From an optimization exercise on the open Yosys and OpenROAD flow, aimed at small area, a short achievable clock period and few clock cycles; shortcuts taken in it are not production practice.
RTL that was checked went through simulation tests only; none was proved equivalent to the original.
Power figures rest on the tool's default switching activity, not on a simulated workload.

// processor
module processor( input         clk, reset,
                  output [31:0] PC,
                  input  [31:0] instruction,
                  output        WE,
                  output [31:0] address_to_mem,
                  output [31:0] data_to_mem,
                  input  [31:0] data_from_mem
                );
clock: 11.0 ns
lec_check: 0
cap_margin: 20
core_margin: 2
core_utilization: 40
setup_slack_margin: 0.2
slew_margin: 20
standard.sh (not shown) runs the stock make flow with config.mk's settings and CLKGATE_MAP_FILE= SYNTH_SCRIPT=/design/flow/synth_recipe.tcl, a recipe that flattens the netlist after the stock synthesis.
==> flow/flow/run.sh <==
#!/bin/bash
# Layout flow: the standard synthesis, unchanged; then the standard ORFS
# place-and-route with these changes:
#  - timing repair aims below the clock period (setup margin), so the layout
#    is sized for speed; the clock, I/O delays and loads stay as given;
#  - resizing may change a cell's footprint, so port buffers can be sized;
#  - port buffers are plain buffers rather than the default delay-cell buffer;
#  - larger clock-tree sink clusters (fewer clock buffers).
# Each step's full log is in synth.log / pnr.log here and orfs/logs/.
set -euo pipefail
MARGIN=7.4
TNS=20
bash standard.sh synth > synth.log 2>&1
bash standard.sh \
  SETUP_SLACK_MARGIN=$MARGIN \
  MATCH_CELL_FOOTPRINT=0 \
  "BUFFER_PORTS_ARGS=-buffer_cell sky130_fd_sc_hd__buf_2" \
  TNS_END_PERCENT=$TNS \
  CTS_CLUSTER_SIZE=20 \
  CTS_CLUSTER_DIAMETER=80 \
  finish > pnr.log 2>&1
Testbench counts at the start, summed over its fixed seeds: cycles 47,429.
==> next run, changes <==
--- a/flow/flow/run.sh
+++ b/flow/flow/run.sh
@@ -9,6 +9,6 @@
 # Each step's full log is in synth.log / pnr.log here and orfs/logs/.
 set -euo pipefail
-MARGIN=7.4
-TNS=20
+MARGIN=6.7
+TNS=5
 bash standard.sh synth > synth.log 2>&1
 bash standard.sh \
The changed run ran to the end with no violations; combinational power is lower by a little under a tenth; setup slack is worse by 0.30 ns; cell area came out lower by a few percent; total power fell slightly.
==> next run, changes <==
--- a/flow/flow/run.sh
+++ b/flow/flow/run.sh
@@ -9,6 +9,6 @@
 # Each step's full log is in synth.log / pnr.log here and orfs/logs/.
 set -euo pipefail
-MARGIN=6.7
-TNS=5
+MARGIN=7.4
+TNS=100
 bash standard.sh synth > synth.log 2>&1
 bash standard.sh \
Outcome: The changed run completed with no timing, DRC or antenna violations; setup slack gets better by 0.42 ns; register-to-register slack gets better by 0.28 ns; first-iteration DRC count rose by 1.5%; sequential power stays flat; synthesized cell count is unchanged; clock-buffer cell count fell by 3.
==> next run, changes <==
--- a/flow/flow/run.sh
+++ b/flow/flow/run.sh
@@ -9,6 +9,6 @@
 # Each step's full log is in synth.log / pnr.log here and orfs/logs/.
 set -euo pipefail
-MARGIN=7.4
-TNS=100
+MARGIN=7.0
+TNS=5
 bash standard.sh synth > synth.log 2>&1
 bash standard.sh \
Global-route usage fell by 2.9 points.
Sequential cell count does not change.
Power fell by 5.0%.
Register-to-register slack loses 0.32 ns.
Die area is unchanged.
Combinational power fell by about 18%.
Area after synthesis is unchanged.
Via count fell by about 6%.

---

The RTL this note starts from:
==> flow/design.v <==
`default_nettype none
module processor( input         clk, reset,
                  output [31:0] PC,
                  input  [31:0] instruction,
                  output        WE,
                  output [31:0] address_to_mem,
                  output [31:0] data_to_mem,
                  input  [31:0] data_from_mem
                );
    reg  [31:0] pc_q;
    reg  [31:0] rf [1:31];
    reg  [31:0] a_e, b_e, pc_e;
    reg  [20:0] imm_e;
    reg  [4:0]  rd_e;
    reg         wen_e, load_e, store_e, beq_e, blt_e, jal_e, jalr_e;
    reg         sel_sum_e, sub_e, kill_e, sel_avg_e, sel_and_e, sel_srl_e, sel_addr_e;
    reg  [31:0] res_m, data_m;
    reg  [4:0]  rd_m;
    reg         wen_m, load_m, we_m;
    assign PC             = pc_q;
    assign WE             = we_m;
    assign address_to_mem = res_m;
    assign data_to_mem    = data_m;
    wire [6:0] op  = instruction[6:0];
    wire [2:0] f3  = instruction[14:12];
    wire [4:0] rs1 = instruction[19:15];
    wire [4:0] rs2 = instruction[24:20];
    wire [4:0] rd  = instruction[11:7];
    wire       f7z = instruction[31:25] == 7'b0000000;
    wire       f7s = instruction[31:25] == 7'b0100000;
    wire d_r    = op == 7'b0110011;
    wire d_v    = op == 7'b0001011;
    wire d_i    = op == 7'b0010011;
    wire d_l    = op == 7'b0000011;
    wire d_s    = op == 7'b0100011;
    wire d_b    = op == 7'b1100011;
    wire d_jal  = op == 7'b1101111;
    wire d_jalr = op == 7'b1100111;
    wire d_add  = d_r & f7z & (f3 == 3'b000);
    wire d_sub  = d_r & f7s & (f3 == 3'b000);
    wire d_and  = d_r & f7z & (f3 == 3'b111);
    wire d_srl  = d_r & f7z & (f3 == 3'b101);
    wire d_addv = d_v & f7z & (f3 == 3'b000);
    wire d_avgv = d_v & f7z & (f3 == 3'b001);
    wire d_beq  = d_b & (f3 == 3'b000);
    wire d_blt  = d_b & (f3 == 3'b100);
    wire d_use1 = d_r | d_v | d_i | d_l | d_s | d_b | d_jalr;
    wire d_use2 = d_r | d_v | d_s | d_b;
    wire d_wen  = (d_add | d_sub | d_and | d_srl | d_addv | d_avgv | d_i | d_l | d_jal | d_jalr)
                  & (rd != 5'd0);
    reg [20:0] d_imm;
    always @(*) begin
        if (d_s)        d_imm = {9'd0, instruction[31:25], instruction[11:7]};
        else if (d_b)   d_imm = {8'd0, instruction[31], instruction[7], instruction[30:25],
                                 instruction[11:8], 1'b0};
        else if (d_jal) d_imm = {instruction[31], instruction[19:12], instruction[20],
                                 instruction[30:21], 1'b0};
        else            d_imm = {9'd0, instruction[31:20]};
    end
    wire [31:0] bi = sub_e ? ~b_e : b_e;
    wire        pk = ~kill_e;
    wire [35:0] sx = {1'b0, a_e[31:24], pk, a_e[23:16], pk, a_e[15:8], pk, a_e[7:0]}
                   + {1'b0, bi[31:24], 1'b0, bi[23:16], 1'b0, bi[15:8], 1'b0, bi[7:0]}
                   + {35'd0, sub_e};
    wire [31:0] sum_r = {sx[34:27], sx[25:18], sx[16:9], sx[7:0]};
    wire [31:0] avg_r = {sx[35:28], sx[26:19], sx[17:10], sx[8:1]};
    wire [31:0] and_r = a_e & b_e;
    wire [31:0] srl_r = (|b_e[31:5]) ? 32'd0 : (a_e >> b_e[4:0]);
    wire [31:0] addr  = a_e + {20'd0, imm_e[11:0]};
    wire [31:0] link  = pc_e + 32'd4;
    wire [31:0] tgt   = pc_e + {11'd0, imm_e};
    wire [31:0] res_e = ({32{sel_sum_e}}  & sum_r)
                      | ({32{sel_avg_e}}  & avg_r)
                      | ({32{sel_and_e}}  & and_r)
                      | ({32{sel_srl_e}}  & srl_r)
                      | ({32{sel_addr_e}} & addr)
                      | ({32{jal_e | jalr_e}} & link);
    wire eq = a_e == b_e;
    wire lt = (a_e[31] ^ b_e[31]) ? a_e[31] : sx[34];
    wire redirect = (beq_e & eq) | (blt_e & lt) | jal_e | jalr_e;
    wire [31:0] target = jalr_e ? addr : tgt;
    wire [31:0] wb = load_m ? data_from_mem : res_m;
    always @(posedge clk) begin
        if (wen_m) rf[rd_m] <= wb;
    end
    wire [31:0] rf1 = (rs1 == 5'd0) ? 32'd0 : rf[rs1];
    wire [31:0] rf2 = (rs2 == 5'd0) ? 32'd0 : rf[rs2];
    wire hit1e = wen_e & (rd_e == rs1);
    wire hit2e = wen_e & (rd_e == rs2);
    wire hit1m = wen_m & (rd_m == rs1);
    wire hit2m = wen_m & (rd_m == rs2);
    wire [31:0] fwd1 = hit1e ? res_e : hit1m ? wb : rf1;
    wire [31:0] fwd2 = hit2e ? res_e : hit2m ? wb : rf2;
    wire stall = load_e & ((d_use1 & hit1e) | (d_use2 & hit2e));
    wire bubble = redirect | stall;
    always @(posedge clk or posedge reset) begin
        if (reset) begin
            pc_q <= 32'd0;
            wen_e <= 1'b0; load_e <= 1'b0; store_e <= 1'b0;
            beq_e <= 1'b0; blt_e <= 1'b0; jal_e <= 1'b0; jalr_e <= 1'b0;
            wen_m <= 1'b0; load_m <= 1'b0; we_m <= 1'b0;
        end else begin
            pc_q <= redirect ? target : stall ? pc_q : pc_q + 32'd4;
            wen_e   <= ~bubble & d_wen;
            load_e  <= ~bubble & d_l;
            store_e <= ~bubble & d_s;
            beq_e   <= ~bubble & d_beq;
            blt_e   <= ~bubble & d_blt;
            jal_e   <= ~bubble & d_jal;
            jalr_e  <= ~bubble & d_jalr;
            wen_m   <= wen_e;
            load_m  <= load_e;
            we_m    <= store_e;
        end
    end
    always @(posedge clk) begin
        a_e <= fwd1;
        b_e <= fwd2;
        pc_e <= pc_q;
        imm_e <= d_imm;
        rd_e <= rd;
        sel_sum_e  <= d_add | d_sub | d_addv | d_b;
        sub_e      <= d_sub | d_b;
        kill_e     <= d_addv | d_avgv;
        sel_avg_e  <= d_avgv;
        sel_and_e  <= d_and;
        sel_srl_e  <= d_srl;
        sel_addr_e <= d_i | d_l | d_s;
        res_m  <= res_e;
        data_m <= b_e;
        rd_m   <= rd_e;
    end
endmodule
`default_nettype wire
clock: 11.0 ns
lec_check: 0
cap_margin: 20
core_margin: 2
core_utilization: 40
setup_slack_margin: 5
slew_margin: 20
run.sh (not shown) runs the stock make flow with config.mk's settings and CLKGATE_MAP_FILE= SYNTH_SCRIPT=/design/flow/synth_recipe.tcl, a recipe that flattens the netlist after the stock synthesis.
Stock flow here: none of the scripts above is used.
The starting point ran to the end with no violations.
Next try:
SETUP_SLACK_MARGIN = 0.2   (was 5)
Outcome: Register-to-register slack barely changes. Count of clock-buffer cells in the layout stays the same. Cell count does not change. Routed wire length is unchanged. Clock power barely changes. Worst hold slack is unchanged. Via count does not change.
No run of this note included a check of the RTL's function; only the layout flow was run.

[port drivers added, routing unchanged]
Ports are ideal in the flow. The routed layouts listed here were re-timed in OpenROAD. Step 1: set_driving_cell puts a clkbuf_16 on clk and a buf_2 on each other input, an assumption about the parent block. Step 2 adds t to the input delays and takes it off the output delays; t is the mean of the earliest and latest rising clock arrival at the registers after step 1. Input paths then give back, and output paths get back, about the clock's delay inside the block. Three values: ideal ports, drivers, drivers and shift; two values: the first two.
run | t, ns | setup slack, ns | worst setup path at the end | worst slew at a driven data input, ns | pins driven straight from the clock port
the first run of note 1 | 0.805 | 6.731 / 6.757 / 5.951 | input to register | 0.13 | 1
the second run of note 1 | 0.817 | 6.430 / 6.480 / 5.664 | input to register | 0.07 | 1
the third run of note 1 | 0.806 | 6.852 / 6.852 / 6.253 | input to register | 0.18 | 1
the fourth run of note 1 | 0.800 | 6.313 / 6.376 / 5.576 | input to register | 0.07 | 1
the first run of note 2 | 0.880 | 5.455 / 5.458 / 4.578 | input to register | 0.13 | 1
the second run of note 2 | 0.880 | 5.455 / 5.458 / 4.578 | input to register | 0.13 | 1
After both steps every run listed still meets setup and hold.
